This design comes from an exercise in tuning for small area, a short achievable clock period and few clock cycles on the open sky130 flow, not from production work. Function was checked by simulation only, so behaviour that the tests miss may differ from the original. Power figures rest on the tool's default switching activity, not on a simulated workload.

==> flow/design.v (outline; a module is shown in full before it is edited, if it fits) <==
// module fib: 140 lines
// module fib_rom: 1458 lines
module fib (
        ap_clk,
        ap_rst,
        ap_start,
        ap_done,
        ap_idle,
        ap_ready,
        n,
        ap_return
);
  // ...
==> flow/run.sh <==
#!/bin/bash
# synth_recipe.tcl (not shown) runs the flow's synth.tcl, then flattens the netlist and writes it again
# the make line also repeats each setting of config.mk as NAME=value (left out here)
make -C /OpenROAD-flow-scripts/flow DESIGN_CONFIG=/design/flow/config.mk WORK_HOME=/design/flow/orfs CLKGATE_MAP_FILE= SYNTH_SCRIPT=/design/flow/synth_recipe.tcl finish
==> flow/config.mk <==
export PLATFORM = sky130hd
export DESIGN_NAME = fib
export DESIGN_NICKNAME = fib
export VERILOG_FILES = /design/flow/design.v
export SDC_FILE = /design/flow/constraint.sdc
export NUM_CORES = 4
export LEC_CHECK = 0
export CAP_MARGIN = 20
export CORE_MARGIN = 2
export CORE_UTILIZATION = 30
export PLACE_DENSITY = 0.35
export SETUP_SLACK_MARGIN = 1.5
export SLEW_MARGIN = 20
==> flow/constraint.sdc <==
create_clock -name core_clock -period 4.5 [get_ports {ap_clk}]
set_input_delay 0.9000 -clock core_clock [delete_from_list [all_inputs] [get_ports {ap_clk}]]
set_output_delay 0.9000 -clock core_clock [all_outputs]
set_load 0.01 [all_outputs]
==> results.txt, run 1 <==
Outcome
The run finished with no timing, DRC or antenna violations.

Final layout
The antenna cell count is 3. The commonest non-fill, non-tap cell in the layout is dfxtp_1. The inverter count of the layout excluding clock inverters is 26.

The proportion of final cell area spent on non-clock buffers is 13.92%. After the flow finishes, the layout carries non-filler instances totaling 1812.

Floorplan
The core region is 0.03362 mm2. Once the floorplan was initialized, standard cells occupied 30.56% of the core.

STA
The highest clock frequency the design can meet is 318.0 MHz. After layout, the worst path uses 69.88% of the clock period. For the final database, setup skew stands at 0.02246 ns. The time the final worst path needs with I/O delays and setup is 3.144 ns.

Critical path
The critical path starts at n[2]. The critical path depth in cells is 8.

Synthesis
The post-synthesis simple-gate area fraction is 20.84%. Ranked by total cell area, the synthesized netlist is headed by dfxtp_1, o21ai_0, nand2_1, nor2_1, a21oi_1. Summed over its instances, the top area cell type makes up 33.33% of the synthesized netlist area. Counting distinct cell types in the post-synthesis netlist gives 85. The largest family of logic cells by synthesized area is compound AO/OA/AOI/OAI gates.

Detailed routing
The detail-routed via count per cell is 6.775. The detail route stage leaves a number of antenna-violating nets equal to 0. The pre-antenna-repair detailed-routing pass consisted of 6 iterations. The routed length on met1 is 27080 um.

Power and ir drop
The power in sequential cells is 0.00182 W. The highest-power group is sequential cells. For this design the static power due to leakage is 4.651 nW.

Placed design
The congestion estimate from routability-driven global placement came to 1.060.

Clock tree
For this design, the CTS-stage hold fixing added 0 buffers. The number of setup buffers added after CTS is 0.
Testbench counts, summed over its fixed seeds: cycles 1,024.
==> run 2: changes to the inputs <==
--- a/flow/config.mk
+++ b/flow/config.mk
@@ -6,8 +6,9 @@
 export NUM_CORES = 4
 export LEC_CHECK = 0
+export ABC_AREA = 1
 export CAP_MARGIN = 20
 export CORE_MARGIN = 2
 export CORE_UTILIZATION = 30
 export PLACE_DENSITY = 0.35
-export SETUP_SLACK_MARGIN = 1.5
 export SLEW_MARGIN = 20
+export SYNTH_MEMORY_MAX_BITS = 16384
==> results.txt, run 2 <==
Critical path
The kind of start point of the critical path is an input port (unchanged). The slowest stage cell on the critical path is ha_1 (was a2111oi_2). The delay of the slowest critical-path stage is 0.55 ns (was 0.81 ns). The kind of end point of the critical path is a flip-flop (unchanged). The worst setup path category is input port to flip-flop (unchanged). The maximum net fanout on the critical path is 15 (was 22). The critical path data required time is 4.85 ns (was 4.84 ns). The most numerous cell on the critical path is nand2_1. The data arrival time of the worst path is 3.85 ns (was 3.48 ns). Ordered cell list for the critical path: clkdlybuf4s50_1, buf_4, ha_1, inv_1, nand2_1, nand2_1, nand2_1, o21ai_0, nand2_1, nand2_1, nand3_1, nand2_1, nand2_1, nand2_1 (was buf_2, buf_4, ha_1, a21oi_1, a2111oi_2, a31oi_1, nor2_1, o311ai_1).

Synthesis
The compound-cell area share of the yosys netlist is 18.24% (was 31.78%). The area share of fa/ha/maj cells after synthesis is 3.383% (was 3.118%). The net count after synthesis is 1508 (was 1332).

The most common cell in the synthesized netlist is nand2_1 (was dfxtp_1). The post-synthesis cell area was 0.009468 mm2 (was 0.01027 mm2). The count of mapped cells out of synthesis is 1448 (was 1272).

The distinct cell type count after synthesis is 40 (was 85). The xor-xnor portion of the synthesized cell area is 0% (was 0.3410%). Area contributors post-synth: dfxtp_1, nand2_1, nand3_1, o21ai_0, nor2_1 (was dfxtp_1, o21ai_0, nand2_1, nor2_1, a21oi_1). The library cell occupying the most area in the post-synthesis netlist is dfxtp_1 (unchanged). The number of flops mapped to enable cells by yosys was 1 (unchanged). The post-synthesis simple-gate area fraction is 33.45% (was 20.84%). The total of flip-flops plus latches after synthesis is 172 (unchanged). The sequential fraction of the synthesis area is 36.47% (was 33.62%).

The largest family of logic cells by synthesized area is simple AND/OR/NAND/NOR gates (was compound AO/OA/AOI/OAI gates). The post-synthesis average cell area came to 6.539 um2 (was 8.076 um2). The synthesis warning total is 1 (unchanged). The share of the synthesized area in the top cell type is 36.16% (was 33.33%). The dominant register cell in the synthesized netlist is dfxtp_1 (unchanged).

The post-synthesis mux area share is 0% (was 2.911%). The share of flip-flops with an asynchronous set or reset is 0% (unchanged). Top cell types by occurrence after synthesis: nand2_1, dfxtp_1, nand3_1, nor2_1, o21ai_0 (was dfxtp_1, nand2_1, o21ai_0, nor2_1, clkbuf_1).

STA
The hold violation count in the final report is 0 (unchanged). The number of max-slew violations in the final report is 0 (unchanged). The final number of setup-violating endpoints came to 0 (unchanged). The post-route clock skew came to 0.02155 ns (was 0.02246 ns). Unrepaired setup endpoints after global routing: no (was yes). The final period utilization is 77.86% (was 69.88%). The highest clock frequency the design can meet is 285.4 MHz (was 318.0 MHz).

The relative slew slack is 23.94% (was 15.89%). The time the final worst path needs with I/O delays and setup is 3.504 ns (was 3.144 ns). The final setup TNS was 0 ns (unchanged).

The slew at the pin closest to its max-slew limit is 1.129 ns (was 1.257 ns).

Clock tree
The clock insertion delay at the later pin of the skew report came to 0.46 ns (was 0.48 ns). The number of buffers between clock root and the deepest sink is 2 (unchanged). The H-tree depth is 4 (unchanged). The count of hold buffers inserted by post-cts repair is 0 (unchanged). The clock input transition at the sequential cells of the worst setup and hold paths was 0.08 ns (was 0.09 ns). The buffer count from post-CTS setup fixing came to 0 (unchanged). The TritonCTS sink count is 172 (unchanged).

The TritonCTS clock tree is built (unchanged). The clock root buffer is clkbuf_16 (unchanged). The total of cells resized after clock tree synthesis came to 0 (was 13).

The number of buffers created by CTS came to 17 (unchanged).

Placed design
The half-perimeter wire length of the detailed placement result is 55290 um (was 48880 um). The count of buffers inserted at the top-level ports is 101 (unchanged). The routability-driven placement congestion ratio came to 1.111 (was 1.060).

Power and ir drop
The leakage power figure is 5.686 nW (was 4.651 nW). The largest vdd supply drop is 0.0003514 V (was 0.0002811 V). The power density over the cells is 394.8 mW/mm2 (was 378.4 mW/mm2).

Global routing
The met3 demand-to-capacity share in global routing is 14.40% (was 10.66%). The sum of overflow across all layers after global routing is 0 (unchanged). The met1 capacity usage during global routing is 52.92% (was 48.39%). The maximum number of pins on one net before global-route repair is 45 (was 102). The number of global-route vias before repair was 12.05k (was 11.84k). The initial antenna violation count came to 6 (was 7). The busiest layer in global routing is met2 (unchanged).

The met2 layer usage reported by global route is 61.66% (was 54.99%). The total track usage was 42.65% (was 37.68%). The first-pass GRT wire length came to 96400 um (was 94200 um).

Detailed routing
The number of detailed-routing iterations run before antenna repair was 6 (unchanged). The starting DRC count in detailed routing is 1957 (was 2243). The detail-routed via count per cell is 6.072 (was 6.775). The number of routed nets with antenna violations came to 0 (unchanged). The total detailed-routing wirelength is 70680 um (was 68420 um). The post-route DRC violation count is 0 (unchanged). The wire length per cell after detailed routing is 34.48 um (was 37.76 um). The vias after detailed routing is 12.45k (was 12.28k).

Worst hold path
The path category of the worst min-delay check is flip-flop to flip-flop (unchanged).

Outcome
Result of the run: finished clean (unchanged).

Floorplan
The die area is 0.03300 mm2 (was 0.03574 mm2). The die outline height is 181.7 um (was 189.0 um). The die boundary width is 181.7 um (was 189.0 um). The top-level port count is 102 (unchanged). The effective utilization at floorplan is 30.24% (was 30.56%). The floorplan core area is 0.03131 mm2 (was 0.03362 mm2). The placement row count is 65 (was 67).

Flow run
The max capacitance violation total came to 0 (unchanged).

Final layout
The number of nets in the final layout was 1691 (was 1408). The fraction of final layout cells sized beyond drive strength 1 came to 12.41% (was 13.81%). The core occupancy in the finished layout is 39.28% (was 37.69%). Registers with the highest flip-flop counts: a x64, b x64, r x32 (unchanged). The layout-stage area growth over the synthesis result was 29.91% (was 23.35%). The commonest non-fill, non-tap cell in the layout is nand2_1 (was dfxtp_1).

Most frequent cells in the layout: nand2_1, dfxtp_1, nand3_1 (was dfxtp_1, nand2_1, o21ai_0).
run 2: changes by cell type in the layout (fill, tap and decap cells not counted), moves of 34 or more:
cell	before	now
nand2_1	110	384
nand3_1	38	164
inv_1	22	112
nor2_1	91	144
buf_4	85	132
nor3_1	45	9
o21ai_0	96	130
run 2: through the flow:
stage / cell area [um2] / hold slack [ns] / instances / power [W] / setup WS, ns
2_1_floorplan: 9468 / 0.3096 / 1448 / 0.002407 / 1.964
3_3_place_gp: 11660 / 0.3095 / 2014 / 0.003257 / 0.5301
3_5_place_dp: 11660 / 0.3121 / 2014 / 0.003228 / 0.6286
4_1_cts: 12290 / 0.3170 / 2046 / 0.004808 / 1.111
5_1_grt: 12290 / 0.3288 / 2046 / 0.004988 / 0.9288
6_report: 12300 / 0.3150 / 2050 / 0.004856 / 0.9961
run 2: cell families (layout without fill, tap and decap cells):
group / Yosys count / count (layout)
AO/OA/AOI/OAI: 308 / 308
adder cells (fa/ha/maj): 25 / 25
buffers and inverters: 193 / 389
flip-flops: 172 / 172
other: 0 / 4
AND/OR/NAND/NOR: 750 / 750
run 2: cell type report:
class                      instances  area (um2)
fill                            3427       19010
multi-input combinational       1083        5216
sequential                       172        3455
timing repair buffer             235        2027
tap                              402       503.0
inverter                         122       457.9
clock buffer                      18       439.2
clock inverter                    14       191.4
antenna                            4       10.01
run 2: layer usage:
metal | vias to the layer above | routed length [um] | share of wire (%)
met3 | 282 | 8896 | 13
li1 | 5207 | - | -
met4 | 0 | 5899 | 8.3
met5 | - | 0 | 0
met2 | 1095 | 28820 | 41
met1 | 5863 | 27060 | 38
run 2: worst max-delay path: cells and delay by family:
kind                     cells  cell delay, ns
AND/OR/NAND/NOR              9            1.07
buffers and inverters        3            1.00
adder cells (fa/ha/maj)      1            0.55
AO/OA/AOI/OAI                1            0.32
run 2: worst paths after layout:
check | startpoint | endpoint | slack [ns] | cells after the start
max | n[2] | a[19] | 1.0 | 14
min | r[7] | r[6] | 0.32 | 0
max reg2reg | ph[1] | r[31] | 1.77 | 10
min reg2reg | r[7] | r[6] | 0.32 | 0
run 2: power by group:
group	switching (W)	total [W]	internal (W)
clock network	0.000757	0.00158	0.000820
logic	0.000968	0.00144	0.000470
registers	0.000118	0.00184	0.00172
total	0.00184	0.00486	0.00301
==> run 3: changes to the inputs <==
--- a/flow/config.mk
+++ b/flow/config.mk
@@ -6,9 +6,10 @@
 export NUM_CORES = 4
 export LEC_CHECK = 0
-export ABC_AREA = 1
 export CAP_MARGIN = 20
+export CELL_PAD_IN_SITES_DETAIL_PLACEMENT = 1
+export CELL_PAD_IN_SITES_GLOBAL_PLACEMENT = 2
 export CORE_MARGIN = 2
 export CORE_UTILIZATION = 30
 export PLACE_DENSITY = 0.35
+export SETUP_SLACK_MARGIN = 2.2
 export SLEW_MARGIN = 20
-export SYNTH_MEMORY_MAX_BITS = 16384
==> results.txt, run 3 <==
Critical path
The launch point of the worst path is n[1] (was n[2]). The maximum net fanout on the critical path is 8 (was 15). The depth of the worst register-to-register path was 11 (was 10). The worst setup path category is input port to flip-flop (unchanged). The kind of end point of the critical path is a flip-flop (unchanged). The data arrival time of the worst path was 2.82 ns (was 3.85 ns). The kind of start point of the critical path was an input port (unchanged).

The critical path data required time is 4.82 ns (was 4.85 ns). The launching point of the worst reg2reg path is ph[0] (was ph[1]).

Synthesis
The distinct cell type count after synthesis is 85 (was 40). The net count after synthesis is 1332 (was 1508). The total of flip-flops plus latches after synthesis is 172 (unchanged). The most common cell in the synthesized netlist is dfxtp_1 (was nand2_1). The synthesis warning total was 1 (unchanged).

The count of mapped cells out of synthesis is 1272 (was 1448). Area contributors post-synth: dfxtp_1, o21ai_0, nand2_1, nor2_1, a21oi_1 (was dfxtp_1, nand2_1, nand3_1, o21ai_0, nor2_1). The share of flip-flops with an asynchronous set or reset came to 0% (unchanged). The number of flops mapped to enable cells by yosys is 1 (unchanged).

The sequential fraction of the synthesis area is 33.62% (was 36.47%). The dominant register cell in the synthesized netlist is dfxtp_1 (unchanged). The post-synthesis cell area came to 0.01027 mm2 (was 0.009468 mm2). The post-synthesis average cell area is 8.076 um2 (was 6.539 um2).

The library cell occupying the most area in the post-synthesis netlist is dfxtp_1 (unchanged). Top cell types by occurrence after synthesis: dfxtp_1, nand2_1, o21ai_0, nor2_1, clkbuf_1 (was nand2_1, dfxtp_1, nand3_1, nor2_1, o21ai_0). The share of the synthesized area in the top cell type came to 33.33% (was 36.16%).

STA
The number of max-slew violations in the final report is 0 (unchanged). Unrepaired setup endpoints after global routing: yes (was no). The final-layout worst hold slack was 0.3284 ns (was 0.3150 ns). The post-route clock skew was 0.02283 ns (was 0.02155 ns). The relative slew slack is 34.01% (was 23.94%). The hold violation count in the final report came to 0 (unchanged). The time the final worst path needs with I/O delays and setup is 2.502 ns (was 3.504 ns). The highest clock frequency the design can meet is 399.7 MHz (was 285.4 MHz). The final setup TNS is 0 ns (unchanged).

The slew at the pin closest to its max-slew limit came to 0.9854 ns (was 1.129 ns). The final period utilization is 55.60% (was 77.86%). The final number of setup-violating endpoints came to 0 (unchanged). The worst path setup slack after routing is 1.998 ns (was 0.9961 ns).

Global routing
The number of global-route vias before repair is 13.04k (was 12.05k). The busiest layer in global routing is met2 (unchanged). The sum of overflow across all layers after global routing was 0 (unchanged).

The met1 capacity usage during global routing is 52.67% (was 52.92%). The met3 demand-to-capacity share in global routing came to 15.74% (was 14.40%). The initial antenna violation count is 5 (was 6). The met2 layer usage reported by global route is 60.81% (was 61.66%).

The first-pass GRT wire length is 105900 um (was 96400 um). The total track usage is 42.70% (was 42.65%). The maximum number of pins on one net before global-route repair is 54 (was 45).

Detailed routing
The wire length per cell after detailed routing is 40.30 um (was 34.48 um). The starting DRC count in detailed routing came to 2305 (was 1957). The post-route DRC violation count came to 0 (unchanged). The detail-routed via count per cell is 6.949 (was 6.072). The vias after detailed routing came to 13.45k (was 12.45k). The number of routed nets with antenna violations is 0 (unchanged). The total detailed-routing wirelength was 78010 um (was 70680 um). The number of detailed-routing iterations run before antenna repair is 6 (unchanged).

Final layout
Registers with the highest flip-flop counts: a x64, b x64, r x32 (unchanged). The storage element area is 0.003482 mm2 (was 0.003455 mm2). The layout-stage area growth over the synthesis result is 53.74% (was 29.91%). The core occupancy in the finished layout is 46.98% (was 39.28%). Most frequent cells in the layout: dfxtp_1, buf_4, nand2_1 (was nand2_1, dfxtp_1, nand3_1).

The commonest non-fill, non-tap cell in the layout is dfxtp_1 (was nand2_1). The area taken by multi-input logic gates is 0.007645 mm2 (was 0.005216 mm2). The number of nets in the final layout came to 1532 (was 1691). The fraction of final layout cells sized beyond drive strength 1 came to 36.23% (was 12.41%). The number of fill cells came to 3733 (was 3427).

Clock tree
The number of buffers between clock root and the deepest sink was 2 (unchanged). The clock insertion delay at the later pin of the skew report came to 0.50 ns (was 0.46 ns). The clock root buffer is clkbuf_16 (unchanged). The TritonCTS sink count is 172 (unchanged). The number of buffers created by CTS is 17 (unchanged). The count of hold buffers inserted by post-cts repair was 0 (unchanged).

The H-tree depth was 4 (unchanged). The clock input transition at the sequential cells of the worst setup and hold paths is 0.08 ns (about the same). The TritonCTS clock tree is built (unchanged).

Outcome
Result of the run: finished clean (unchanged).

Floorplan
The placement row count is 67 (was 65). The die outline height was 189.0 um (was 181.7 um). The die boundary width was 189.0 um (was 181.7 um). The floorplan core area is 0.03362 mm2 (was 0.03131 mm2).

The top-level port count is 102 (unchanged). The die area is 0.03574 mm2 (was 0.03300 mm2). The effective utilization at floorplan is 30.56% (was 30.24%).

Placed design
The worst slack after detailed placement came to 0.3388 ns (was 0.6286 ns). The half-perimeter wire length of the detailed placement result is 51980 um (was 55290 um). The routability-driven placement congestion ratio is 1.044 (was 1.111). The count of buffers inserted at the top-level ports came to 101 (unchanged).

Power and ir drop
The post-layout total power is 0.005293 W (was 0.004856 W). The part of the total power dissipated in sequential elements is 34.7% (was 37.9%). The switching power as a share of total power came to 38.72% (was 37.96%). The largest vdd supply drop is 0.0002963 V (was 0.0003514 V). The cell internal power dissipation is 0.003243 W (was 0.003012 W). The fraction of power consumed by combinational cells is 34.3% (was 29.6%).

The net switching component of the power is 0.002049 W (was 0.001843 W). The leakage power figure came to 6.205 nW (was 5.686 nW). The power density over the cells is 335.1 mW/mm2 (was 394.8 mW/mm2).

The share of total power in the clock network is 31.0% (was 32.5%).

Worst hold path
The path category of the worst min-delay check was flip-flop to flip-flop (unchanged). The cell depth of the worst min-delay path is 0 (unchanged). The launch point of the worst hold path is b[24] (was r[7]).

Flow run
The max capacitance violation total is 0 (unchanged).
## run 3: cell count changes after synthesis, moves of 15 or more
| cell | before | now |
|---|---|---|
| nand2_1 | 384 | 111 |
| o21ai_0 | 130 | 97 |
| nor3_1 | 9 | 49 |
| o221ai_1 | 0 | 19 |
| nor2_1 | 145 | 95 |
| clkbuf_1 | 30 | 73 |
| a21oi_1 | 89 | 68 |
| o311ai_0 | 1 | 18 |
| a221oi_1 | 0 | 15 |
| nor2b_1 | 0 | 26 |
| nand2b_1 | 0 | 33 |
| inv_1 | 112 | 22 |
| a211oi_1 | 1 | 23 |
| nand3_1 | 164 | 38 |
## run 3: worst paths after layout
kind | endpoint | slack (ns)
hold reg to reg | b[23] | 0.33
setup / recovery | a[15] | 2.00
hold / removal | b[23] | 0.33
setup reg to reg | r[31] | 2.35
## run 3: critical path, stage by stage
cell        delay, ns
buf_12           0.09
clkinvlp_4       0.14
buf_12           0.18
ha_4             0.37
buf_12           0.16
nand2_4          0.07
o21a_4           0.26
o211ai_1         0.39
a41oi_2          0.25
## run 3: metal layers
metal	up-vias	share of wire [%]	wire length, um
met1	6575	38	29450
li1	5236	-	-
met2	1243	41	31680
met5	-	0.017	13
met4	2	8.8	6879
met3	398	13	9990
## run 3: timing repair
item,CTS,global route
gates cloned,4,2
pin swaps,65,80
endpoints found under the setup margin,104,82
setup buffers,81,41
gates resized for setup,355,153
endpoints found under the hold margin,0,0
## run 3: cell type report
type                       count  area share, %
multi-input combinational    939          48.41
antenna                        3        0.04754
clock inverter                15          1.386
timing repair buffer         316          20.94
sequential                   172          22.05
clock buffer                  17          2.694
tap                          448          3.549
inverter                      26         0.9270
## run 3: cell families (layout without fill, tap and decap cells)
family	count (synthesis)	after routing	share of synthesized area, %
XOR/XNOR	4	4	0.3411
other	0	3	0
adder cells (fa/ha/maj)	25	25	3.118
buffers and inverters	161	374	7.393
AND/OR/NAND/NOR	433	433	20.84
AO/OA/AOI/OAI	461	461	31.78
multiplexers	16	16	2.911
flip-flops	172	172	33.62
## run 3: metrics by stage
step           cells  instance area (um2)
2_1_floorplan   1272                10570
3_3_place_gp    1773                12050
3_5_place_dp    1773                12050
4_1_cts         1890                14750
5_1_grt         1933                15790
6_report        1936                15790
## run 3: power by group through the flow
stage / Combinational, W / Sequential, W / Clock (W)
3_3_place_gp: 0.00136 / 0.00187 / 0
4_1_cts: 0.00159 / 0.00184 / 0.00167
6_report: 0.00182 / 0.00183 / 0.00164
5_1_grt: 0.00183 / 0.00185 / 0.00173
3_5_place_dp: 0.00134 / 0.00187 / 0
2_1_floorplan: 0.000644 / 0.00184 / 0
==> run 4: changes to the inputs <==
==> flow/flow/run.sh (new file) <==
#!/bin/bash
# The standard layout, with plain buffers (rather than delay cells) on the ports, and sizing free
# to change a cell's footprint so those buffers and the logic can be resized for timing.
set -euo pipefail
bash standard.sh \
  "BUFFER_PORTS_ARGS=-buffer_cell sky130_fd_sc_hd__buf_2" \
  MATCH_CELL_FOOTPRINT=0 \
  finish > standard_flow.log 2>&1
==> flow/standard.sh (new file) <==
#!/bin/bash
# synth_recipe.tcl (not shown) runs the flow's synth.tcl, then flattens the netlist and writes it again
# the make line also repeats each setting of config.mk as NAME=value (left out here)
make -C /OpenROAD-flow-scripts/flow DESIGN_CONFIG=/design/flow/config.mk WORK_HOME=/design/flow/orfs CLKGATE_MAP_FILE= SYNTH_SCRIPT=/design/flow/synth_recipe.tcl "${@:-finish}"
--- a/flow/config.mk
+++ b/flow/config.mk
@@ -12,4 +12,4 @@
 export CORE_UTILIZATION = 30
 export PLACE_DENSITY = 0.35
-export SETUP_SLACK_MARGIN = 2.2
+export SETUP_SLACK_MARGIN = 1.8
 export SLEW_MARGIN = 20
removed: flow/run.sh
==> results.txt, run 4 <==
Global routing
The total track usage is 40.17% (was 42.70%). The sum of overflow across all layers after global routing came to 0 (unchanged). The first-pass GRT wire length is 100300 um (was 105900 um). The maximum number of pins on one net before global-route repair is 74 (was 54). The number of global-route vias before repair is 12.52k (was 13.04k).

The initial antenna violation count is 4 (was 5).

Clock tree
The TritonCTS sink count is 172 (unchanged). The count of hold buffers inserted by post-cts repair is 0 (unchanged). The clock input transition at the sequential cells of the worst setup and hold paths is 0.09 ns (was 0.08 ns).

The TritonCTS clock tree is built (unchanged). The number of buffers between clock root and the deepest sink is 2 (unchanged). The H-tree depth was 4 (unchanged). The clock insertion delay at the later pin of the skew report was 0.48 ns (was 0.50 ns). The number of buffers created by CTS came to 17 (unchanged). The clock root buffer is clkbuf_16 (unchanged).

Detailed routing
The wire length per cell after detailed routing is 39.11 um (was 40.30 um). The detail-routed via count per cell was 6.857 (was 6.949). The total detailed-routing wirelength is 72630 um (was 78010 um). The number of detailed-routing iterations run before antenna repair came to 8 (was 6). The starting DRC count in detailed routing is 1791 (was 2305). The post-route DRC violation count is 0 (unchanged).

The number of routed nets with antenna violations is 0 (unchanged). The vias after detailed routing is 12.73k (was 13.45k).

Floorplan
The placement row count is 67 (unchanged). The top-level port count is 102 (unchanged). The die boundary width is 189.0 um (unchanged).

The effective utilization at floorplan came to 30.56% (unchanged). The floorplan core area is 0.03362 mm2 (unchanged). The die area came to 0.03574 mm2 (unchanged).

The die outline height is 189.0 um (unchanged).

Critical path
The kind of start point of the critical path is an input port (unchanged). The data arrival time of the worst path is 3.21 ns (was 2.82 ns). The worst setup path category is input port to flip-flop (unchanged).

The setup slack on the worst flop-to-flop path came to 1.97 ns (was 2.35 ns). The maximum net fanout on the critical path came to 17 (was 8). The depth of the worst register-to-register path is 10 (was 11).

The critical path data required time is 4.92 ns (was 4.82 ns). The kind of end point of the critical path is a flip-flop (unchanged).

Flow run
The max capacitance violation total came to 0 (unchanged).

Final layout
The final standard cell count with taps included and fillers excluded is 1857 (was 1936). The fraction of final layout cells sized beyond drive strength 1 is 27.86% (was 36.23%). Most frequent cells in the layout: dfxtp_1, buf_4, nand2_1 (unchanged). The layout-stage area growth over the synthesis result is 26.94% (was 53.74%). The area taken by multi-input logic gates was 0.006554 mm2 (was 0.007645 mm2). The final design instance area without fill came to 0.01304 mm2 (was 0.01579 mm2). The core occupancy in the finished layout came to 38.79% (was 46.98%). The number of nets in the final layout came to 1454 (was 1532).

Registers with the highest flip-flop counts: a x64, b x64, r x32 (unchanged). The number of fill cells was 3986 (was 3733). The storage element area is 0.003457 mm2 (was 0.003482 mm2). The commonest non-fill, non-tap cell in the layout is dfxtp_1 (unchanged).

STA
The final setup TNS was 0 ns (unchanged). The number of max-slew violations in the final report is 0 (unchanged). The slew at the pin closest to its max-slew limit is 0.7778 ns (was 0.9854 ns).

The hold violation count in the final report is 0 (unchanged). The relative slew slack came to 48.14% (was 34.01%). The time the final worst path needs with I/O delays and setup came to 2.797 ns (was 2.502 ns).

Unrepaired setup endpoints after global routing: yes (unchanged). The post-route clock skew is 0.02007 ns (was 0.02283 ns). The highest clock frequency the design can meet is 357.5 MHz (was 399.7 MHz). The final period utilization is 62.16% (was 55.60%). The final number of setup-violating endpoints is 0 (unchanged). The worst path setup slack after routing came to 1.703 ns (was 1.998 ns).

Synthesis
The synthesis warning total came to 1 (unchanged). The distinct cell type count after synthesis came to 85 (unchanged). The net count after synthesis is 1332 (unchanged). The post-synthesis cell area was 0.01027 mm2 (unchanged). The share of the synthesized area in the top cell type is 33.33% (unchanged).

The total of flip-flops plus latches after synthesis was 172 (unchanged). Top cell types by occurrence after synthesis: dfxtp_1, nand2_1, o21ai_0, nor2_1, clkbuf_1 (unchanged). The count of mapped cells out of synthesis came to 1272 (unchanged). The share of flip-flops with an asynchronous set or reset is 0% (unchanged).

The post-synthesis average cell area is 8.076 um2 (unchanged). The most common cell in the synthesized netlist is dfxtp_1 (unchanged). Area contributors post-synth: dfxtp_1, o21ai_0, nand2_1, nor2_1, a21oi_1 (unchanged).

The dominant register cell in the synthesized netlist is dfxtp_1 (unchanged). The sequential fraction of the synthesis area is 33.62% (unchanged). The number of flops mapped to enable cells by yosys is 1 (unchanged). The library cell occupying the most area in the post-synthesis netlist was dfxtp_1 (unchanged).

Worst hold path
The path category of the worst min-delay check is flip-flop to flip-flop (unchanged). The cell depth of the worst min-delay path is 0 (unchanged).

Power and ir drop
The fraction of power consumed by combinational cells is 29.9% (was 34.3%). The largest vdd supply drop was 0.0003249 V (was 0.0002963 V). The share of total power in the clock network was 32.7% (was 31.0%).

The leakage power figure was 5.022 nW (was 6.205 nW). The part of the total power dissipated in sequential elements came to 37.4% (was 34.7%). The switching power as a share of total power is 38.91% (was 38.72%). The net switching component of the power is 0.001885 W (was 0.002049 W). The power density over the cells is 371.5 mW/mm2 (was 335.1 mW/mm2). The cell internal power dissipation is 0.002960 W (was 0.003243 W).

Placed design
The number of placed cells counting well taps came to 1792 (was 1773). The total cell area at the placement stage was 0.01170 mm2 (was 0.01205 mm2). The count of buffers inserted at the top-level ports was 101 (unchanged). The half-perimeter wire length of the detailed placement result is 51650 um (was 51980 um).

The routability-driven placement congestion ratio was 1.047 (was 1.044). The worst slack after detailed placement was 0.7766 ns (was 0.3388 ns).

Outcome
Result of the run: finished clean (unchanged).
## run 4: per-layer routing
metal  up-vias  part of all wire, %  global-route usage [%]
met5         -                0.030                   1.648
met1      6206                   38                   49.95
met2      1103                   41                   58.99
met4         4                  9.4                   29.06
met3       363                   11                   11.60
li1       5058                    -                       -
## run 4: final timing paths
check,start,to
worst max-delay path,n[0],a[16]
worst min-delay path,b[30],b[29]
worst max register to register,ph[1],r[31]
worst min register to register,b[30],b[29]
## run 4: critical path, stage by stage
cell and delay, ns:
buf_8 0.14, clkinvlp_4 0.10, buf_4 0.25, ha_4 0.33
nor2b_1 0.42, nor4_1 0.12, a221oi_1 0.60, o2111ai_1 0.21
nand3_1 0.12
## run 4: layout make-up
class,instances,area share (%)
antenna,2,0.03838
clock buffer,17,3.262
inverter,26,0.8348
sequential,172,26.51
multi-input combinational,939,50.26
clock inverter,15,1.631
tap,448,4.299
timing repair buffer,238,13.16
## run 4: kinds of logic (layout without fill, tap and decap cells)
group           after synthesis  after routing  synth area share, %
mux                          16             16                2.911
fa+ha+maj                    25             25                3.118
simple gates                433            433                20.84
other cells                   0              2                    0
xor+xnor                      4              4               0.3411
flops                       172            172                33.62
buf+inv                     161            296                7.393
compound gates              461            461                31.78
## run 4: power by group through the flow
stage	registers (W)	logic, W	clock network, W
after floorplan	0.00184	0.000639	0
after global placement	0.00185	0.00129	0
after detailed placement	0.00185	0.00127	0
after CTS	0.00182	0.00133	0.00161
after global routing	0.00183	0.00147	0.00167
final	0.00181	0.00145	0.00158
## run 4: metrics by stage
| step | power, W | hold slack (ns) |
|---|---|---|
| 3_3_place_gp | 0.003137 | 0.3095 |
| 3_5_place_dp | 0.003119 | 0.3132 |
| 6_report | 0.004845 | 0.3092 |
| 5_1_grt | 0.004971 | 0.3258 |
| 2_1_floorplan | 0.002479 | 0.3096 |
| 4_1_cts | 0.004753 | 0.3150 |
## run 4: what timing repair did
action                     CTS  global route
cloned                       0             1
buffers inserted            18            12
gates resized for setup     61            56
pin swaps                   10             7
setup endpoints to repair   62            48
==> run 5: changes to the inputs <==
--- a/flow/config.mk
+++ b/flow/config.mk
@@ -6,4 +6,5 @@
 export NUM_CORES = 4
 export LEC_CHECK = 0
+export ABC_AREA = 1
 export CAP_MARGIN = 20
 export CELL_PAD_IN_SITES_DETAIL_PLACEMENT = 1
==> results.txt, run 5 <==
Outcome
Result of the run: finished clean (unchanged).

STA
The highest clock frequency the design can meet is 360.1 MHz (was 357.5 MHz). The hold violation count in the final report is 0 (unchanged). The final setup TNS is 0 ns (unchanged).

The final period utilization is 61.72% (was 62.16%). The relative slew slack is 46.75% (was 48.14%). The final-layout worst hold slack is 0.3251 ns (was 0.3092 ns).

Unrepaired setup endpoints after global routing: yes (unchanged). The number of max-slew violations in the final report is 0 (unchanged). The time the final worst path needs with I/O delays and setup is 2.777 ns (was 2.797 ns). The post-route clock skew is 0.01665 ns (was 0.02007 ns).

The slew at the pin closest to its max-slew limit is 0.7979 ns (was 0.7778 ns). The final number of setup-violating endpoints is 0 (unchanged).

Floorplan
The effective utilization at floorplan is 30.24% (was 30.56%). The floorplan core area is 0.03131 mm2 (was 0.03362 mm2). The top-level port count is 102 (unchanged). The die outline height is 181.7 um (was 189.0 um). The placement row count was 65 (was 67). The die area was 0.03300 mm2 (was 0.03574 mm2).

The die boundary width is 181.7 um (was 189.0 um).

Final layout
The storage element area was 0.003458 mm2 (was 0.003457 mm2). The fraction of final layout cells sized beyond drive strength 1 was 19.39% (was 27.86%). Registers with the highest flip-flop counts: a x64, b x64, r x32 (unchanged). The commonest non-fill, non-tap cell in the layout is nand2_1 (was dfxtp_1). The core occupancy in the finished layout is 37.39% (was 38.79%). The number of nets in the final layout came to 1646 (was 1454). The area taken by multi-input logic gates came to 0.005411 mm2 (was 0.006554 mm2). The number of fill cells was 3982 (was 3986). Most frequent cells in the layout: nand2_1, dfxtp_1, nand3_1 (was dfxtp_1, buf_4, nand2_1). The layout-stage area growth over the synthesis result was 23.66% (was 26.94%).

Placed design
The count of buffers inserted at the top-level ports is 101 (unchanged). The half-perimeter wire length of the detailed placement result is 54280 um (was 51650 um). The routability-driven placement congestion ratio is 1.146 (was 1.047).

Synthesis
The library cell occupying the most area in the post-synthesis netlist is dfxtp_1 (unchanged). The total of flip-flops plus latches after synthesis was 172 (unchanged). Top cell types by occurrence after synthesis: nand2_1, dfxtp_1, nand3_1, nor2_1, o21ai_0 (was dfxtp_1, nand2_1, o21ai_0, nor2_1, clkbuf_1). The post-synthesis average cell area is 6.539 um2 (was 8.076 um2).

The post-synthesis cell area is 0.009468 mm2 (was 0.01027 mm2). Area contributors post-synth: dfxtp_1, nand2_1, nand3_1, o21ai_0, nor2_1 (was dfxtp_1, o21ai_0, nand2_1, nor2_1, a21oi_1). The distinct cell type count after synthesis is 40 (was 85). The share of the synthesized area in the top cell type is 36.16% (was 33.33%). The share of flip-flops with an asynchronous set or reset is 0% (unchanged). The most common cell in the synthesized netlist is nand2_1 (was dfxtp_1). The count of mapped cells out of synthesis came to 1448 (was 1272). The number of flops mapped to enable cells by yosys is 1 (unchanged).

The synthesis warning total is 1 (unchanged). The sequential fraction of the synthesis area was 36.47% (was 33.62%). The dominant register cell in the synthesized netlist is dfxtp_1 (unchanged). The net count after synthesis was 1508 (was 1332).

Detailed routing
The total detailed-routing wirelength is 71010 um (was 72630 um). The post-route DRC violation count came to 0 (unchanged). The number of detailed-routing iterations run before antenna repair is 6 (was 8). The starting DRC count in detailed routing was 1572 (was 1791).

The vias after detailed routing was 12.28k (was 12.73k). The detail-routed via count per cell is 6.128 (was 6.857). The wire length per cell after detailed routing is 35.45 um (was 39.11 um). The number of routed nets with antenna violations was 0 (unchanged).

Global routing
The initial antenna violation count was 4 (unchanged). The sum of overflow across all layers after global routing is 0 (unchanged). The total track usage is 43.07% (was 40.17%). The maximum number of pins on one net before global-route repair is 72 (was 74). The number of global-route vias before repair is 12.57k (was 12.52k).

The first-pass GRT wire length was 98170 um (was 100300 um).

Critical path
The kind of end point of the critical path is a flip-flop (unchanged). The launch point of the worst path is n[2] (was n[0]). The critical path data required time is 4.87 ns (was 4.92 ns). The kind of start point of the critical path is an input port (unchanged). The launching point of the worst reg2reg path is ph[0] (was ph[1]). The worst setup path category is input port to flip-flop (unchanged). The data arrival time of the worst path is 3.14 ns (was 3.21 ns).

The maximum net fanout on the critical path came to 16 (was 17).

Worst hold path
The launch point of the worst hold path is b[9] (was b[30]). The path category of the worst min-delay check is flip-flop to flip-flop (unchanged).

Power and ir drop
The leakage power figure is 5.546 nW (was 5.022 nW). The power density over the cells is 404.2 mW/mm2 (was 371.5 mW/mm2). The post-layout total power is 0.004732 W (was 0.004845 W). The largest vdd supply drop is 0.0002663 V (was 0.0003249 V).

Clock tree
The TritonCTS sink count was 172 (unchanged). The number of buffers created by CTS was 17 (unchanged). The H-tree depth is 4 (unchanged). The number of buffers between clock root and the deepest sink was 2 (unchanged). The clock insertion delay at the later pin of the skew report came to 0.47 ns (was 0.48 ns).

The count of hold buffers inserted by post-cts repair is 0 (unchanged). The clock input transition at the sequential cells of the worst setup and hold paths is 0.07 ns (was 0.09 ns). The TritonCTS clock tree is built (unchanged). The clock root buffer is clkbuf_16 (unchanged).

Flow run
The max capacitance violation total is 0 (unchanged).
[run 5: area by class of cell]
type,count,area share [%]
clock buffers,18,3.751
clock inverters,14,1.421
well taps,402,4.296
multi-input cells,1083,46.22
repair buffers,190,10.63
inverters,122,4.093
flip-flops and latches,172,29.54
diodes,2,0.04275
[run 5: critical path: stages]
cell	delay [ns]
buf_6	0.20
clkinvlp_4	0.20
buf_4	0.21
buf_4	0.17
ha_1	0.23
inv_1	0.20
nand3_1	0.11
buf_4	0.18
a31oi_1	0.29
o21ai_0	0.18
o31ai_1	0.26
[run 5: per-stage QoR]
stage | cells | worst slack (ns) | area, um2
finish | 2003 | 1.723 | 11710
global route | 2001 | 1.736 | 11700
CTS | 2000 | 1.730 | 11550
detailed placement | 1966 | 0.5060 | 10820
global placement | 1966 | 0.3861 | 10820
floorplan | 1448 | 1.964 | 9468
[run 5: what timing repair did]
action | 4_1_cts | 5_1_grt
hold endpoints to repair | 0 | 0
resized for setup | 47 | 44
buffers inserted | 2 | 1
endpoints found under the setup margin | 65 | 37
[run 5: power by group]
group	internal, W	switching [W]
clock network	0.000767	0.000789
registers	0.00172	0.000120
logic	0.000360	0.000973
total	0.00285	0.00188
[run 5: logic make-up after synthesis]
logic type	after synthesis	synth area share [%]
flops	172	36.47
buf+inv	193	8.458
compound gates	308	18.24
fa+ha+maj	25	3.383
simple gates	750	33.45
[run 5: path summary, 6_finish.rpt]
kind                            slack (ns)  endpoint  depth (start not counted)
worst max-delay path                  1.72     a[48]                         11
worst min-delay path                  0.33      b[8]                          0
worst max register to register        2.02     r[31]                         11
worst min register to register        0.33      b[8]                          0
[run 5: layer usage]
metal,wire length (um),track usage (%),vias to the layer above
li1,-,-,5113
met1,27840,53.83,5917
met2,28740,62.80,948
met3,8621,14.84,291
met4,5710,27.84,6
met5,97,1.481,-
==> run 6: changes to the inputs <==
--- a/flow/config.mk
+++ b/flow/config.mk
@@ -13,4 +13,4 @@
 export CORE_UTILIZATION = 30
 export PLACE_DENSITY = 0.35
-export SETUP_SLACK_MARGIN = 1.8
+export SETUP_SLACK_MARGIN = 2.3
 export SLEW_MARGIN = 20
==> results.txt, run 6 <==
Global routing
The first-pass GRT wire length came to 101300 um (was 98170 um). The number of global-route vias before repair is 12.67k (was 12.57k). The sum of overflow across all layers after global routing is 0 (unchanged). The maximum number of pins on one net before global-route repair is 41 (was 72). The initial antenna violation count was 4 (unchanged). The total track usage is 44.56% (was 43.07%).

Power and ir drop
The power density over the cells was 359.2 mW/mm2 (was 404.2 mW/mm2). The largest vdd supply drop is 0.0002999 V (was 0.0002663 V). The leakage power figure is 6.430 nW (was 5.546 nW).

Critical path
The slowest stage cell on the critical path is nand3_1 (was a31oi_1). The data arrival time of the worst path is 2.71 ns (was 3.14 ns). The worst setup path category is input port to flip-flop (unchanged).

The buffers plus inverters on the worst setup path is 5 (was 6). Ordered cell list for the critical path: buf_16, clkinv_16, buf_4, ha_4, clkinvlp_4, buf_12, nand3_1, nand3b_1, nand3_1, nand3_1, a21oi_1 (was buf_6, clkinvlp_4, buf_4, buf_4, ha_1, inv_1, nand3_1, buf_4, a31oi_1, o21ai_0, o31ai_1). The maximum net fanout on the critical path was 7 (was 16).

The depth of the worst register-to-register path is 10 (was 11). The launch point of the worst path is n[1] (was n[2]). The most numerous cell on the critical path is nand3_1 (was buf_4). The launching point of the worst reg2reg path is ph[0] (unchanged). The kind of start point of the critical path is an input port (unchanged). The setup slack on the worst flop-to-flop path is 2.41 ns (was 2.02 ns).

The delay of the slowest critical-path stage was 0.25 ns (was 0.29 ns). The terminus of the critical flop-to-flop path is b[63] (was r[31]). The kind of end point of the critical path was a flip-flop (unchanged). The gate family responsible for the most delay along the worst path is simple AND/OR/NAND/NOR gates (was buffers and inverters).

The critical path data required time is 4.90 ns (was 4.87 ns).

Synthesis
The count of mapped cells out of synthesis is 1448 (unchanged). Area contributors post-synth: dfxtp_1, nand2_1, nand3_1, o21ai_0, nor2_1 (unchanged). The number of flops mapped to enable cells by yosys is 1 (unchanged). The distinct cell type count after synthesis is 40 (unchanged).

The share of flip-flops with an asynchronous set or reset came to 0% (unchanged). The net count after synthesis came to 1508 (unchanged). The most common cell in the synthesized netlist is nand2_1 (unchanged). The post-synthesis cell area is 0.009468 mm2 (unchanged). The total of flip-flops plus latches after synthesis is 172 (unchanged).

Top cell types by occurrence after synthesis: nand2_1, dfxtp_1, nand3_1, nor2_1, o21ai_0 (unchanged). The post-synthesis average cell area is 6.539 um2 (unchanged). The share of the synthesized area in the top cell type is 36.16% (unchanged). The synthesis warning total was 1 (unchanged). The sequential fraction of the synthesis area is 36.47% (unchanged).

The library cell occupying the most area in the post-synthesis netlist is dfxtp_1 (unchanged). The dominant register cell in the synthesized netlist is dfxtp_1 (unchanged).

Placed design
The routability-driven placement congestion ratio came to 1.169 (was 1.146). The worst slack after detailed placement is -0.02465 ns (was 0.5060 ns). The number of placed cells counting well taps is 1926 (was 1966).

The half-perimeter wire length of the detailed placement result is 53640 um (was 54280 um). The count of buffers inserted at the top-level ports is 101 (unchanged).

Final layout
The final standard cell count with taps included and fillers excluded is 2105 (was 2003). The number of nets in the final layout is 1748 (was 1646). The layout-stage area growth over the synthesis result was 51.02% (was 23.66%). The area taken by multi-input logic gates is 0.006534 mm2 (was 0.005411 mm2).

The core occupancy in the finished layout is 45.67% (was 37.39%). The number of fill cells is 3853 (was 3982). Most frequent cells in the layout: nand2_1, dfxtp_1, nand3_1 (unchanged). The commonest non-fill, non-tap cell in the layout is nand2_1 (unchanged).

The fraction of final layout cells sized beyond drive strength 1 is 36.33% (was 19.39%). The storage element area came to 0.003466 mm2 (was 0.003458 mm2). Registers with the highest flip-flop counts: a x64, b x64, r x32 (unchanged).

Detailed routing
The top metal layer carrying routed signals was met5 (unchanged). The met3 layer wire length in the routed design came to 9844 um (was 8621 um). The routed length on met1 is 29060 um (was 27840 um).

The number of detailed-routing iterations run before antenna repair is 6 (unchanged). The starting DRC count in detailed routing is 2043 (was 1572). The met2 routed wirelength was 29220 um (was 28740 um).

The vias after detailed routing is 13.36k (was 12.28k). The total detailed-routing wirelength is 74880 um (was 71010 um). The post-route DRC violation count was 0 (unchanged). The wire length per cell after detailed routing is 35.57 um (was 35.45 um). The number of routed nets with antenna violations is 0 (unchanged). The detail-routed via count per cell is 6.345 (was 6.128).

Worst hold path
The launch point of the worst hold path is b[49] (was b[9]). The cell depth of the worst min-delay path came to 0 (unchanged). The path category of the worst min-delay check is flip-flop to flip-flop (unchanged). The end point of the most critical hold path is b[48] (was b[8]).

STA
The final number of setup-violating endpoints is 0 (unchanged). The worst path setup slack after routing is 2.190 ns (was 1.723 ns). The slew at the pin closest to its max-slew limit was 0.6541 ns (was 0.7979 ns). The final period utilization is 51.34% (was 61.72%). The time the final worst path needs with I/O delays and setup came to 2.310 ns (was 2.777 ns).

Unrepaired setup endpoints after global routing: yes (unchanged). The highest clock frequency the design can meet is 432.9 MHz (was 360.1 MHz). The number of max-slew violations in the final report is 0 (unchanged). The hold violation count in the final report is 0 (unchanged). The post-route clock skew is 0.01576 ns (was 0.01665 ns). The relative slew slack is 56.10% (was 46.75%).

Floorplan
The die area is 0.03300 mm2 (unchanged). The floorplan core area came to 0.03131 mm2 (unchanged). The top-level port count came to 102 (unchanged). The placement row count is 65 (unchanged). The die boundary width is 181.7 um (unchanged). The die outline height was 181.7 um (unchanged). The effective utilization at floorplan came to 30.24% (unchanged).

Clock tree
The count of hold buffers inserted by post-cts repair is 0 (unchanged). The TritonCTS clock tree was built (unchanged). The clock insertion delay at the later pin of the skew report came to 0.47 ns (about the same). The TritonCTS sink count is 172 (unchanged). The number of buffers between clock root and the deepest sink came to 2 (unchanged).

The clock input transition at the sequential cells of the worst setup and hold paths is 0.08 ns (was 0.07 ns). The number of buffers created by CTS is 17 (unchanged). The clock root buffer is clkbuf_16 (unchanged). The H-tree depth is 4 (unchanged).

Flow run
The max capacitance violation total is 0 (unchanged).

Outcome
Result of the run: finished clean (unchanged).
-- run 6: changes by cell type in the layout (fill, tap and decap cells not counted), sizes merged --
cell | before | now
buf | 190 | 285
bufinv | 0 | 1
clkbuf | 18 | 25
clkinv | 9 | 10
clkinvlp | 3 | 16
inv | 124 | 109
-- run 6: cell type report --
class,instances,share of cell area [%]
multi-input combinational,1083,45.69
sequential,172,24.24
timing repair buffer,292,17.65
inverter,122,4.436
tap,402,3.518
clock buffer,18,3.071
clock inverter,14,1.356
antenna,2,0.03500
-- run 6: how the worst max path moves through the flow --
| stage | end | slack [ns] | cells past startpoint |
|---|---|---|---|
| 4_1_cts | a[48] | 2.22 | 8 |
| 6_report | a[21] | 2.19 | 11 |
| 3_5_place_dp | a[48] | -0.02 | 8 |
| 3_3_place_gp | a[48] | -0.1 | 8 |
| 5_1_grt | a[15] | 2.21 | 12 |
| 2_1_floorplan | a[6] | 2.22 | 13 |
-- run 6: logic make-up (layout without fill, tap and decap cells) --
logic type               after synthesis  after routing  share of synthesized area, %
other                                  0              2                             0
adder cells (fa/ha/maj)               25             25                         3.383
buffers and inverters                193            446                         8.458
AO/OA/AOI/OAI                        308            308                         18.24
AND/OR/NAND/NOR                      750            750                         33.45
flip-flops                           172            172                         36.47
-- run 6: layer usage --
metal | global-route usage [%] | vias up
met5 | 0 | -
li1 | - | 5345
met4 | 30.15 | 6
met1 | 56.90 | 6411
met3 | 16.41 | 387
met2 | 62.21 | 1208
-- run 6: worst reg2reg max path: cells and delay by family (launching register included) --
family,cells,cell delay (ns)
AND/OR/NAND/NOR,3,0.26
AO/OA/AOI/OAI,1,0.19
buffers and inverters,4,0.45
flip-flops,1,0.37
adder cells (fa/ha/maj),2,0.65
-- run 6: repair_timing --
action	4_1_cts	5_1_grt
pin swaps	30	59
setup endpoints to repair	71	64
gates resized for setup	310	165
cloned	5	1
buffers inserted	86	53
-- run 6: power by group --
part	internal [W]	total [W]	leakage, nW	switching [W]
Combinational	0.000548	0.00168	4.68	0.00114
Clock	0.000825	0.00161	0.309	0.000786
Sequential	0.00172	0.00184	1.44	0.000119
-- run 6: stage by stage --
step | total power [W] | instance area (um2) | setup TNS, ns | hold slack, ns
2_1_floorplan | 0.002437 | 9692 | 0 | 0.3096
3_3_place_gp | 0.003092 | 10670 | -0.09783 | 0.3106
3_5_place_dp | 0.003078 | 10670 | -0.02465 | 0.3132
4_1_cts | 0.004905 | 13190 | 0 | 0.3280
5_1_grt | 0.005251 | 14300 | 0 | 0.3288
6_report | 0.005137 | 14300 | 0 | 0.3257
==> run 7: changes to the inputs <==
--- a/flow/config.mk
+++ b/flow/config.mk
@@ -8,9 +8,7 @@
 export ABC_AREA = 1
 export CAP_MARGIN = 20
-export CELL_PAD_IN_SITES_DETAIL_PLACEMENT = 1
-export CELL_PAD_IN_SITES_GLOBAL_PLACEMENT = 2
 export CORE_MARGIN = 2
 export CORE_UTILIZATION = 30
 export PLACE_DENSITY = 0.35
-export SETUP_SLACK_MARGIN = 2.3
 export SLEW_MARGIN = 20
+export SYNTH_MEMORY_MAX_BITS = 16384
==> results.txt, run 7 <==
Critical path
The most numerous cell on the critical path is nand2_1 (was nand3_1). The critical path data required time came to 4.83 ns (was 4.90 ns). The launch point of the worst path is n[2] (was n[1]). The launching point of the worst reg2reg path is ph[1] (was ph[0]). The kind of end point of the critical path is a flip-flop (unchanged). The data arrival time of the worst path is 3.88 ns (was 2.71 ns). The delay of the slowest critical-path stage is 0.55 ns (was 0.25 ns). The kind of start point of the critical path is an input port (unchanged). Ordered cell list for the critical path: buf_2, inv_1, buf_4, ha_1, inv_1, nand2_2, nor2_1, nand2_1, nand2_1, nor2_1, o211ai_1, nand2_1 (was buf_16, clkinv_16, buf_4, ha_4, clkinvlp_4, buf_12, nand3_1, nand3b_1, nand3_1, nand3_1, a21oi_1). The slowest stage cell on the critical path is nor2_1 (was nand3_1). The worst setup path category is input port to flip-flop (unchanged). The maximum net fanout on the critical path is 10 (was 7).

STA
The relative slew slack is 36.17% (was 56.10%). The highest clock frequency the design can meet was 281.5 MHz (was 432.9 MHz). The post-route clock skew is 0.01207 ns (was 0.01576 ns). The worst path setup slack after routing is 0.9475 ns (was 2.190 ns). The final number of setup-violating endpoints is 0 (unchanged).

Unrepaired setup endpoints after global routing: no (was yes). The slew at the pin closest to its max-slew limit is 0.9539 ns (was 0.6541 ns). The hold violation count in the final report was 0 (unchanged). The number of max-slew violations in the final report was 0 (unchanged). The final setup TNS is 0 ns (unchanged).

The final period utilization came to 78.94% (was 51.34%). The time the final worst path needs with I/O delays and setup came to 3.553 ns (was 2.310 ns).

Synthesis
The dominant register cell in the synthesized netlist is dfxtp_1 (unchanged). The net count after synthesis is 1508 (unchanged). Top cell types by occurrence after synthesis: nand2_1, dfxtp_1, nand3_1, nor2_1, o21ai_0 (unchanged).

The post-synthesis mux area share was 0% (unchanged). The share of the synthesized area in the top cell type came to 36.16% (unchanged). The count of mapped cells out of synthesis is 1448 (unchanged).

The number of flops mapped to enable cells by yosys is 1 (unchanged). The post-synthesis cell area came to 0.009468 mm2 (unchanged). The compound-cell area share of the yosys netlist is 18.24% (unchanged).

The total of flip-flops plus latches after synthesis is 172 (unchanged). The library cell occupying the most area in the post-synthesis netlist is dfxtp_1 (unchanged). The post-synthesis simple-gate area fraction is 33.45% (unchanged). The largest family of logic cells by synthesized area is simple AND/OR/NAND/NOR gates (unchanged). The area share of fa/ha/maj cells after synthesis is 3.383% (unchanged). The post-synthesis average cell area is 6.539 um2 (unchanged).

The most common cell in the synthesized netlist is nand2_1 (unchanged). The distinct cell type count after synthesis was 40 (unchanged). The sequential fraction of the synthesis area was 36.47% (unchanged). Area contributors post-synth: dfxtp_1, nand2_1, nand3_1, o21ai_0, nor2_1 (unchanged). The synthesis warning total was 1 (unchanged). The xor-xnor portion of the synthesized cell area is 0% (unchanged). The share of flip-flops with an asynchronous set or reset is 0% (unchanged).

Floorplan
The die outline height is 181.7 um (unchanged). The floorplan core area is 0.03131 mm2 (unchanged). The die boundary width is 181.7 um (unchanged). The placement row count came to 65 (unchanged). The top-level port count was 102 (unchanged).

The die area is 0.03300 mm2 (unchanged). The effective utilization at floorplan is 30.24% (unchanged).

Final layout
The fraction of final layout cells sized beyond drive strength 1 is 15.75% (was 36.33%). Most frequent cells in the layout: nand2_1, dfxtp_1, nand3_1 (unchanged). The number of fill cells came to 3464 (was 3853).

The number of nets in the final layout is 1641 (was 1748). The commonest non-fill, non-tap cell in the layout is nand2_1 (unchanged). Registers with the highest flip-flop counts: a x64, b x64, r x32 (unchanged). The layout-stage area growth over the synthesis result is 20.40% (was 51.02%).

Detailed routing
The wire length per cell after detailed routing is 33.43 um (was 35.57 um). The number of detailed-routing iterations run before antenna repair is 6 (unchanged). The post-route DRC violation count is 0 (unchanged). The starting DRC count in detailed routing is 1890 (was 2043).

The number of routed nets with antenna violations is 0 (unchanged). The total detailed-routing wirelength is 66830 um (was 74880 um). The vias after detailed routing is 12.26k (was 13.36k). The detail-routed via count per cell is 6.131 (was 6.345).

Clock tree
The H-tree depth was 4 (unchanged). The clock input transition at the sequential cells of the worst setup and hold paths is 0.07 ns (was 0.08 ns). The number of buffers between clock root and the deepest sink is 2 (unchanged). The buffer count from post-CTS setup fixing was 0 (was 86). The count of hold buffers inserted by post-cts repair is 0 (unchanged). The number of buffers created by CTS is 17 (unchanged). The TritonCTS clock tree was built (unchanged).

The clock insertion delay at the later pin of the skew report is 0.46 ns (was 0.47 ns). The total of cells resized after clock tree synthesis came to 0 (was 310). The clock root buffer is clkbuf_16 (unchanged). The TritonCTS sink count came to 172 (unchanged).

Global routing
The first-pass GRT wire length is 91420 um (was 101300 um). The number of global-route vias before repair is 11.69k (was 12.67k). The initial antenna violation count is 4 (unchanged). The maximum number of pins on one net before global-route repair was 57 (was 41). The total track usage is 40.19% (was 44.56%). The sum of overflow across all layers after global routing was 0 (unchanged).

Power and ir drop
The power density over the cells is 402.9 mW/mm2 (was 359.2 mW/mm2). The largest vdd supply drop was 0.0003132 V (was 0.0002999 V). The leakage power figure is 5.480 nW (was 6.430 nW).

Placed design
The worst slack after detailed placement is 0.7033 ns (was -0.02465 ns). The routability-driven placement congestion ratio is 1.113 (was 1.169). The half-perimeter wire length of the detailed placement result is 51600 um (was 53640 um).

The count of buffers inserted at the top-level ports was 101 (unchanged).

Worst hold path
The launch point of the worst hold path is r[2] (was b[49]). The path category of the worst min-delay check was flip-flop to flip-flop (unchanged).

Outcome
Result of the run: finished clean (unchanged).

Flow run
The max capacitance violation total is 0 (unchanged).
run 7: cell counts after synthesis:
Identical to the previous run, type by type.
run 7: where the power goes:
group | switching [W] | internal [W] | total, W
registers | 0.000105 | 0.00172 | 0.00183
logic | 0.000934 | 0.000336 | 0.00127
clock network | 0.000744 | 0.000751 | 0.00149
total | 0.00178 | 0.00281 | 0.00459
run 7: critical path: cells and delay by family:
kind / cells / cell delay, ns
fa+ha+maj: 1 / 0.23
buf+inv: 4 / 0.80
simple gates: 6 / 1.67
compound gates: 1 / 0.25
run 7: cell families after synthesis:
family / after synthesis
flip-flops: 172
AND/OR/NAND/NOR: 750
AO/OA/AOI/OAI: 308
adder cells (fa/ha/maj): 25
buffers and inverters: 193
run 7: path summary, 6_finish.rpt:
kind / end / slack [ns] / cells after the start
max: a[53] / 0.95 / 12
min: r[1] / 0.33 / 0
max reg2reg: r[31] / 1.71 / 10
min reg2reg: r[1] / 0.33 / 0
run 7: final cells by class:
class / count / area, um2 / share of cell area (%)
inverter: 122 / 457.9 / 4.017
sequential: 172 / 3455 / 30.30
timing repair buffer: 185 / 1161 / 10.19
clock inverter: 14 / 170.2 / 1.493
multi-input combinational: 1083 / 5216 / 45.76
antenna: 3 / 7.507 / 0.06585
clock buffer: 18 / 429.2 / 3.765
tap: 402 / 503.0 / 4.412
run 7: routing by layer:
metal,GRT usage [%],vias to the layer above,share of wire [%]
li1,-,5097,-
met1,51.46,5855,39
met2,57.30,1027,40
met3,13.58,274,13
met4,26.34,2,7.7
met5,0,-,0.024
run 7: metrics by stage:
stage | util, % | hold slack [ns] | area [um2] | total power (W) | std cells
4_1_cts | 36.38 | 0.3239 | 11390 | 0.004556 | 1996
5_1_grt | 36.38 | 0.3314 | 11390 | 0.004720 | 1996
3_5_place_dp | 34.47 | 0.3121 | 10790 | 0.003053 | 1964
6_report | 36.41 | 0.3260 | 11400 | 0.004592 | 1999
3_3_place_gp | 34.47 | 0.3096 | 10790 | 0.003085 | 1964
2_1_floorplan | - | 0.3096 | 9468 | 0.002407 | 1448
==> run 8: changes to the inputs <==
--- a/flow/config.mk
+++ b/flow/config.mk
@@ -8,7 +8,11 @@
 export ABC_AREA = 1
 export CAP_MARGIN = 20
+export CELL_PAD_IN_SITES_DETAIL_PLACEMENT = 1
+export CELL_PAD_IN_SITES_GLOBAL_PLACEMENT = 2
 export CORE_MARGIN = 2
 export CORE_UTILIZATION = 30
+export CTS_BUF_LIST = sky130_fd_sc_hd__clkbuf_8
+export CTS_CLUSTER_SIZE = 30
 export PLACE_DENSITY = 0.35
+export SETUP_SLACK_MARGIN = 1.8
 export SLEW_MARGIN = 20
-export SYNTH_MEMORY_MAX_BITS = 16384
==> results.txt, run 8 <==
Outcome
Result of the run: finished clean (unchanged).

Clock tree
The clock root buffer was clkbuf_8 (was clkbuf_16). The clock input transition at the sequential cells of the worst setup and hold paths is 0.10 ns (was 0.07 ns). The TritonCTS clock tree was built (unchanged). The number of buffers created by CTS was 17 (unchanged). The clock insertion delay at the later pin of the skew report is 0.53 ns (was 0.46 ns). The TritonCTS sink count is 172 (unchanged). The number of buffers between clock root and the deepest sink is 2 (unchanged). The count of hold buffers inserted by post-cts repair came to 0 (unchanged). The H-tree depth was 4 (unchanged).

STA
The highest clock frequency the design can meet is 353.9 MHz (was 281.5 MHz). The time the final worst path needs with I/O delays and setup came to 2.826 ns (was 3.553 ns). The final period utilization is 62.80% (was 78.94%). The slew at the pin closest to its max-slew limit is 0.9305 ns (was 0.9539 ns). The post-route clock skew is 0.02494 ns (was 0.01207 ns). The final setup TNS is 0 ns (unchanged). The hold violation count in the final report is 0 (unchanged). The relative slew slack came to 37.31% (was 36.17%). The number of max-slew violations in the final report was 0 (unchanged). The final number of setup-violating endpoints is 0 (unchanged).

Unrepaired setup endpoints after global routing: yes (was no).

Synthesis
The count of mapped cells out of synthesis is 1448 (unchanged). The total of flip-flops plus latches after synthesis is 172 (unchanged). The sequential fraction of the synthesis area was 36.47% (unchanged).

The number of flops mapped to enable cells by yosys came to 1 (unchanged). The compound-cell area share of the yosys netlist is 18.24% (unchanged). The share of the synthesized area in the top cell type came to 36.16% (unchanged). The synthesis warning total is 1 (unchanged). The share of flip-flops with an asynchronous set or reset is 0% (unchanged). The library cell occupying the most area in the post-synthesis netlist is dfxtp_1 (unchanged). The dominant register cell in the synthesized netlist is dfxtp_1 (unchanged). The net count after synthesis is 1508 (unchanged). The xor-xnor portion of the synthesized cell area is 0% (unchanged). The area share of fa/ha/maj cells after synthesis is 3.383% (unchanged). Top cell types by occurrence after synthesis: nand2_1, dfxtp_1, nand3_1, nor2_1, o21ai_0 (unchanged). The distinct cell type count after synthesis was 40 (unchanged). The post-synthesis mux area share is 0% (unchanged). The post-synthesis average cell area is 6.539 um2 (unchanged). The post-synthesis simple-gate area fraction is 33.45% (unchanged).

The most common cell in the synthesized netlist is nand2_1 (unchanged). The largest family of logic cells by synthesized area was simple AND/OR/NAND/NOR gates (unchanged). The post-synthesis cell area is 0.009468 mm2 (unchanged). Area contributors post-synth: dfxtp_1, nand2_1, nand3_1, o21ai_0, nor2_1 (unchanged).

Power and ir drop
The post-layout total power was 0.004321 W (was 0.004592 W). The leakage power figure came to 5.439 nW (was 5.480 nW). The largest vdd supply drop was 0.0002897 V (was 0.0003132 V). The power density over the cells is 379.1 mW/mm2 (was 402.9 mW/mm2).

Critical path
The launch point of the worst path is n[3] (was n[2]). The buffers plus inverters on the worst setup path was 3 (was 4). The delay of the slowest critical-path stage is 0.52 ns (was 0.55 ns). The maximum net fanout on the critical path is 12 (was 10). The kind of end point of the critical path was a flip-flop (unchanged). The setup slack on the worst flop-to-flop path is 2.01 ns (was 1.71 ns). Ordered cell list for the critical path: buf_2, clkinvlp_4, nand2_2, nand2_1, inv_1, nand3_1, nand3_1, nand2_1 (was buf_2, inv_1, buf_4, ha_1, inv_1, nand2_2, nor2_1, nand2_1, nand2_1, nor2_1, o211ai_1, nand2_1). The gate family responsible for the most delay along the worst path is simple AND/OR/NAND/NOR gates (unchanged).

The kind of start point of the critical path is an input port (unchanged). The launching point of the worst reg2reg path is ph[0] (was ph[1]). The critical path data required time is 4.91 ns (was 4.83 ns). The depth of the worst register-to-register path is 11 (was 10). The terminus of the critical flop-to-flop path was r[31] (unchanged). The slowest stage cell on the critical path is nand2_2 (was nor2_1). The worst setup path category is input port to flip-flop (unchanged). The data arrival time of the worst path is 3.24 ns (was 3.88 ns).

Global routing
The maximum number of pins on one net before global-route repair came to 72 (was 57). The met1 capacity usage during global routing is 54.47% (was 51.46%). The busiest layer in global routing is met2 (unchanged). The number of global-route vias before repair is 12.42k (was 11.69k). The total track usage is 42.79% (was 40.19%). The met3 demand-to-capacity share in global routing was 13.34% (was 13.58%). The met2 layer usage reported by global route was 61.52% (was 57.30%). The initial antenna violation count is 3 (was 4). The first-pass GRT wire length is 97550 um (was 91420 um).

The sum of overflow across all layers after global routing is 0 (unchanged).

Worst hold path
The cell depth of the worst min-delay path is 0 (unchanged). The path category of the worst min-delay check is flip-flop to flip-flop (unchanged). The launch point of the worst hold path is b[9] (was r[2]). The end point of the most critical hold path is b[8] (was r[1]).

Detailed routing
The total detailed-routing wirelength is 70550 um (was 66830 um). The wire length per cell after detailed routing was 35.22 um (was 33.43 um). The number of detailed-routing iterations run before antenna repair is 5 (was 6).

The starting DRC count in detailed routing is 1657 (was 1890). The post-route DRC violation count is 0 (unchanged). The detail-routed via count per cell came to 6.162 (was 6.131).

The number of routed nets with antenna violations came to 0 (unchanged). The vias after detailed routing is 12.34k (was 12.26k).

Floorplan
The placement row count is 65 (unchanged). The die area is 0.03300 mm2 (unchanged). The floorplan core area was 0.03131 mm2 (unchanged).

The die boundary width came to 181.7 um (unchanged). The effective utilization at floorplan is 30.24% (unchanged). The top-level port count is 102 (unchanged). The die outline height is 181.7 um (unchanged).

Placed design
The half-perimeter wire length of the detailed placement result came to 54280 um (was 51600 um). The count of buffers inserted at the top-level ports is 101 (unchanged). The total cell area at the placement stage is 0.01082 mm2 (was 0.01079 mm2). The routability-driven placement congestion ratio is 1.146 (was 1.113).

Final layout
The fraction of final layout cells sized beyond drive strength 1 is 18.32% (was 15.75%). The final design instance area without fill is 0.01140 mm2 (about the same). Most frequent cells in the layout: nand2_1, dfxtp_1, nand3_1 (unchanged). The number of nets in the final layout was 1646 (was 1641). Registers with the highest flip-flop counts: a x64, b x64, r x32 (unchanged).

The commonest non-fill, non-tap cell in the layout is nand2_1 (unchanged). The layout-stage area growth over the synthesis result is 20.39% (was 20.40%).

Flow run
The max capacitance violation total is 0 (unchanged).
-- run 8: final cells by class --
cell class	count	area (um2)
clock buffer	18	247.7
fill	4030	19910
inverter	122	470.5
antenna	2	5.005
timing repair buffer	190	1229
multi-input combinational	1083	5319
tap	402	503.0
clock inverter	14	166.4
sequential	172	3458
-- run 8: through the flow --
stage / cells / setup WS [ns] / hold WS, ns / utilization [%]
3_3_place_gp: 1966 / 0.3861 / 0.3098 / 34.56
2_1_floorplan: 1448 / 1.964 / 0.3096 / -
6_report: 2003 / 1.674 / 0.3258 / 36.40
5_1_grt: 2001 / 1.719 / 0.3378 / 36.39
4_1_cts: 2000 / 1.795 / 0.3275 / 36.16
3_5_place_dp: 1966 / 0.5060 / 0.3135 / 34.56
-- run 8: how the worst max path moves through the flow --
stage / cells after the start / endpoint / slack, ns
after CTS: 10 / a[24] / 1.80
after detailed placement: 12 / a[24] / 0.51
after global placement: 12 / a[24] / 0.39
after floorplan: 14 / a[1] / 1.96
after global routing: 12 / a[28] / 1.72
final: 8 / a[57] / 1.67
-- run 8: worst register-to-register path: stages, from the launching register on --
cell	delay, ns
dfxtp_1	0.34
buf_4	0.25
inv_1	0.27
ha_1	0.29
nand4_1	0.16
inv_1	0.06
or2_2	0.27
ha_1	0.27
nand2_1	0.06
o21ai_0	0.09
or2_2	0.28
nand2_1	0.09
-- run 8: power breakdown --
part	leakage, nW	internal, W	switching (W)
registers	1.44	0.00172	0.000117
clock network	0.212	0.000440	0.000724
logic	3.79	0.000352	0.000965
total	5.44	0.00251	0.00181
-- run 8: cell families (layout without fill, tap and decap cells) --
logic type      count (synthesis)  count (layout)
buf+inv                       193             344
flops                         172             172
compound gates                308             308
fa+ha+maj                      25              25
other cells                     0               2
simple gates                  750             750
-- run 8: what timing repair did --
| action | 4_1_cts | 5_1_grt |
|---|---|---|
| buffers inserted | 2 | 1 |
| hold endpoints to repair | 0 | 0 |
| gates resized for setup | 36 | 24 |
| endpoints found under the setup margin | 60 | 40 |
| pin swaps | 0 | 1 |
-- run 8: per-layer routing --
metal	routed length [um]	vias up	part of all wire, %
met1	27840	5980	39
met2	28350	948	40
met5	90	-	0.13
met3	8387	301	12
li1	-	5107	-
met4	5887	6	8.3

-- port drivers added, routing unchanged --
Ports are ideal in the flow. The routed layouts listed here were re-timed in OpenROAD. Step 1 (the two cells are an assumption about what drives the block):
set clk [get_ports {ap_clk}]
set_driving_cell -lib_cell sky130_fd_sc_hd__clkbuf_16 $clk
set_driving_cell -lib_cell sky130_fd_sc_hd__buf_2 [delete_from_list [all_inputs] $clk]
Step 2 times the ports against the registers' clock, not the clock port: input delays grow and output delays shrink by t, the midpoint of the rising clock arrivals with the driver on. Three values: ideal, step 1, step 2; two values: the first two.
run	t, ns	setup WS [ns]	hold slack, ns	worst setup path at the end
run 1	0.522	1.356 / 1.379 / 0.857	0.314 / 0.314 / 0.314	input to register
run 2	0.508	0.996 / 1.021 / 0.513	0.315 / 0.315 / 0.315	input to register
run 3	0.546	1.998 / 1.986 / 1.439	0.328 / 0.328 / 0.328	input to register
run 4	0.528	1.703 / 1.714 / 1.187	0.309 / 0.309 / 0.309	input to register
run 5	0.514	1.723 / 1.727 / 1.213	0.325 / 0.325 / 0.325	input to register
run 6	0.518	2.190 / 2.083 / 1.565	0.326 / 0.326 / 0.326	input to register
run 7	0.508	0.947 / 0.987 / 0.478	0.326 / 0.326 / 0.326	input to register
run 8	0.573	1.674 / 1.705 / 1.132	0.326 / 0.326 / 0.326	input to register
After both steps every run listed still meets setup and hold. For run 6, which loses most, drivers alone change the setup slack by -0.107 ns; drivers and shift together by -0.625 ns.
